What follows belongs to an exercise in optimizing a design on an open flow for small area; a production flow would make more cautious choices. The RTL was checked by simulation tests, not by an equivalence proof against the original design. No activity file was given, so power comes from the tool's default toggle rates.

run A:
==> flow/design.v <==
`timescale 1ns/1ps
module top (output reg         uart_txd,
            output wire [63:0] data_out_64,
            output reg         data_out_done,
            input  wire        clk,
            input  wire        rst_n,
            input  wire [63:0] data_in_64,
            input  wire        manual_start,
            input  wire        uart_rxd);
    parameter CLK_F    = 50_000_000;
    parameter UART_BPS = 115200;
    parameter CLK_GOAL = CLK_F / UART_BPS;     
    function [8:0] lfsr;
        input integer n;
        integer i;
        begin
            lfsr = 9'd0;
            for (i = 0; i < n; i = i + 1)
                lfsr = {lfsr[7:0], ~(lfsr[8] ^ lfsr[4])};
        end
    endfunction
    localparam [8:0] ONE    = lfsr(1);
    localparam [8:0] LAST   = lfsr(CLK_GOAL - 1);
    localparam [8:0] SAMPLE = lfsr(CLK_GOAL / 2);
    reg        ms_1;         
    reg  [2:0] t_state;      
    reg [63:8] t_word;       
    reg        t_en;         
    reg        t_end1, t_end;  
    reg        t_flag;
    reg  [8:0] t_clk;
    reg  [3:0] t_cnt;        
    reg  [7:0] t_data;
    reg        t_txd, t_txd1;
    wire [7:0] t_sel = 8'd1 << t_state;
    reg [7:0] t_byte;
    integer k;
    always @(*) begin
        t_byte = data_in_64[7:0] & {8{t_sel[7]}};
        for (k = 0; k < 7; k = k + 1)
            t_byte = t_byte | (t_word[k*8+8 +: 8] & {8{t_sel[k]}});
    end
    wire t_next  = t_end || (manual_start && !ms_1);
    wire t_start = t_next && !t_en;
    always @(posedge clk or negedge rst_n)
        if (!rst_n) begin
            ms_1    <= 1'b0;
            t_state <= 3'd7;
            t_en    <= 1'b0;
            t_end1  <= 1'b0;
            t_end   <= 1'b0;
            t_flag  <= 1'b0;
            t_cnt   <= 4'd15;
            t_txd   <= 1'b1;
            t_txd1  <= 1'b1;
            uart_txd <= 1'b1;
        end else begin
            ms_1   <= manual_start;
            t_en   <= t_next;
            t_end1 <= t_cnt == 4'd9 && t_clk == ONE;
            t_end  <= t_end1;
            if (t_next)
                t_state <= t_state + 3'd1;
            if (t_start)
                t_flag <= 1'b1;
            else if (t_cnt == 4'd9)
                t_flag <= 1'b0;
            if (!t_flag)
                t_cnt <= 4'd15;
            else if (t_clk == LAST)
                t_cnt <= t_cnt + 4'd1;
            if (!t_flag)
                t_txd <= 1'b1;
            else if (!t_cnt[3])
                t_txd <= t_data[t_cnt[2:0]];
            else
                t_txd <= t_cnt != 4'd15;
            t_txd1   <= t_txd;
            uart_txd <= t_txd1;
        end
    always @(posedge clk) begin
        if (!t_flag || t_clk == LAST)
            t_clk <= 9'd0;
        else
            t_clk <= {t_clk[7:0], ~(t_clk[8] ^ t_clk[4])};
        if (t_next && t_sel[7])
            t_word <= data_in_64[63:8];
        if (t_start)
            t_data <= t_byte;
    end
    reg        rxd_1;
    reg        r_flag;
    reg  [8:0] r_clk;
    reg  [3:0] r_cnt;        
    reg [63:0] r_shift;      
    reg [63:0] r_word;       
    reg        r_none;       
    reg  [3:0] r_state;      
    reg        done_1;       
    wire r_sample = r_clk == SAMPLE && !r_cnt[3];
    wire r_byte   = r_cnt == 4'd9 && r_clk == ONE;    
    wire r_load   = data_out_done && !done_1;
    always @(posedge clk or negedge rst_n)
        if (!rst_n) begin
            rxd_1   <= 1'b1;
            r_flag  <= 1'b0;
            r_cnt   <= 4'd15;
            r_state <= 4'd8;
            data_out_done <= 1'b0;
            r_none  <= 1'b1;
        end else begin
            rxd_1 <= uart_rxd;
            if (rxd_1 && !uart_rxd)
                r_flag <= 1'b1;
            else if (r_cnt == 4'd9)
                r_flag <= 1'b0;
            if (!r_flag)
                r_cnt <= 4'd15;
            else if (r_clk == LAST)
                r_cnt <= r_cnt + 4'd1;
            if (r_byte)
                r_state <= (r_state[3] || r_state[2:0] == 3'd7) ? 4'd0 : r_state + 4'd1;
            data_out_done <= r_state == 4'd7;
            if (r_load)
                r_none <= 1'b0;
        end
    always @(posedge clk) begin
        done_1 <= data_out_done;
        if (!r_flag || r_clk == LAST)
            r_clk <= 9'd0;
        else
            r_clk <= {r_clk[7:0], ~(r_clk[8] ^ r_clk[4])};
        if (r_sample)
            r_shift <= {~uart_rxd, r_shift[63:1]};
        if (r_load)
            r_word <= r_shift;
    end
    assign data_out_64 = ~(r_word | {64{r_none}});
endmodule
==> flow/config.mk <==
export PLATFORM = sky130hd
export DESIGN_NAME = top
export DESIGN_NICKNAME = top
export VERILOG_FILES = /design/flow/design.v
export SDC_FILE = /design/flow/constraint.sdc
export NUM_CORES = 4
export LEC_CHECK = 0
export CAP_MARGIN = 0
export CORE_MARGIN = 2
export CORE_UTILIZATION = 70
export SLEW_MARGIN = 0
==> flow/constraint.sdc <==
create_clock -name core_clock -period 20.0 [get_ports {clk}]
set_input_delay 4.0000 -clock core_clock [delete_from_list [all_inputs] [get_ports {clk}]]
set_output_delay 4.0000 -clock core_clock [all_outputs]
set_load 0.01 [all_outputs]
standard.sh (not shown) runs the stock make flow with config.mk's settings and CLKGATE_MAP_FILE= SYNTH_SCRIPT=/design/flow/synth_recipe.tcl, a recipe that flattens the netlist after the stock synthesis.
==> flow/flow/run.sh <==
#!/bin/bash
# Own layout flow: the standard flow, with these changes:
#  - synthesis is the standard one (same script, same registers), except that
#    half/full adders are not extracted before ABC and ABC maps the logic with
#    an area-oriented script (flow/abc_area.script) instead of the speed script;
#  - the port buffers use the smallest buffer cell;
#  - clock tree synthesis inserts no dummy loads (options in flow/cts_args).
# standard.sh's output goes to standard.log; every step's full log is in orfs/logs/.
set -euo pipefail
WORK=$PWD
CTS="-sink_clustering_enable -repair_clock_nets -dont_use_dummy_load"
if [[ -f flow/cts_args ]]; then CTS="$(cat flow/cts_args)"; fi
cat > flow_synth.tcl <<EOT
proc extract_fa {args} { puts "flow: adder extraction skipped" }
proc abc {args} {
  set i [lsearch \$args -script]
  if {\$i >= 0} {
    set args [lreplace \$args [expr {\$i + 1}] [expr {\$i + 1}] $WORK/flow/abc_area.script]
  }
  yosys abc {*}\$args
}
source $WORK/synth_recipe.tcl
EOT
sed "s#SYNTH_SCRIPT=[^ ]*#SYNTH_SCRIPT=$WORK/flow_synth.tcl#" standard.sh > flow_standard.sh
grep -q "SYNTH_SCRIPT=$WORK/flow_synth.tcl" flow_standard.sh
bash flow_standard.sh \
  "BUFFER_PORTS_ARGS=-buffer_cell sky130_fd_sc_hd__buf_1" \
  "CTS_ARGS=$CTS" \
  finish > standard.log 2>&1
==> flow/flow/abc_area.script <==
&get -n
&st
&dch
&nf -R 1000
&st
&dch
&nf -R 1000
&put
==> flow/flow/cts_args <==
-sink_clustering_enable -repair_clock_nets -dont_use_dummy_load -buf_list sky130_fd_sc_hd__clkbuf_8 -root_buf sky130_fd_sc_hd__clkbuf_4 -tree_buf sky130_fd_sc_hd__clkbuf_4 -sink_clustering_size 22 -sink_clustering_max_diameter 60
Run A finished all stages; the layout is clean.
[inputs] run B vs run A
- SLEW_MARGIN now 20, was 0
- CAP_MARGIN now 20, was 0
- CORE_UTILIZATION now 60, was 70
==> flow/flow/cts_args <==
-sink_clustering_enable -repair_clock_nets -dont_use_dummy_load -buf_list sky130_fd_sc_hd__clkbuf_8 -root_buf sky130_fd_sc_hd__clkbuf_4 -tree_buf sky130_fd_sc_hd__clkbuf_4 -sink_clustering_size 20 -sink_clustering_max_diameter 80
Having completed the whole flow, run B delivered a layout that passed the timing, DRC and antenna checks. Between run A and run B, the clock power does not differ in any meaningful way. Comparing slew at the pin with the worst max-slew slack for run B and run A, the smaller number came from run B. Relative to run A, the highest clock rate of run B is higher by 4.9%. Run B against run A: number of search-and-repair iterations in the first detailed-routing pass -1; flip-flop and latch share of the layout cell area -0.55 points; net count of the finished layout ~0 delta; largest fanout on the critical path ~0 delta. Going from run A to run B, global routing met2 resource utilization moved down; summed area of non-filler cells in the final layout up about 0.8%. Measured against each other, run B and run A differ in core utilization of the finished layout, the lower figure coming from run B. Between run A and run B, the power share of the clock group does not differ in any meaningful way.
The inputs of run C differ from those of run B as listed below.
- CORE_UTILIZATION changed from 60 to 70
==> flow/flow/cts_args <==
-sink_clustering_enable -repair_clock_nets -dont_use_dummy_load -buf_list sky130_fd_sc_hd__clkbuf_8 -root_buf sky130_fd_sc_hd__clkbuf_4 -tree_buf sky130_fd_sc_hd__clkbuf_4 -sink_clustering_size 22 -sink_clustering_max_diameter 60
### Flow results
Changes observed in run C relative to run B: share of final-layout standard cells stronger than drive strength 1 was more or less identical; power drawn by the combinational cells was more or less identical; footprint of the multi-input gates went up by about 0.4%; global routing met3 resource utilization went up by 0.88 points.
Run C vs run B — overall track demand over capacity in global routing rose 2.7 points.
Routed via count divided by cell count: run C vs run B up 5.7%
Register-to-register slack improves in run C relative to run B.

static timing again, ports no longer ideal:
Ports are ideal in the flow. The routed layouts listed here were re-timed in OpenROAD. Step 1 assumes that a clkbuf_16 drives the clock port and a buf_2 every other input. Step 2, shift: input delay + t, output delay - t, t = (earliest + latest rising clock arrival at the registers) / 2. This alone moves slack from input paths to output paths. Three values: ideal, step 1, step 2; two values: the first two.
run | t, ns | slack for setup (ns) | worst hold slack (ns)
run A | 0.570 | 13.858 / 13.829 / 14.399 | 0.340 / 0.340 / 0.340
run B | 0.589 | 14.145 / 14.112 / 14.556 | 0.363 / 0.363 / 0.363
run C | 0.571 | 13.849 / 13.820 / 14.390 | 0.337 / 0.337 / 0.337
After both steps every run listed still meets setup and hold.
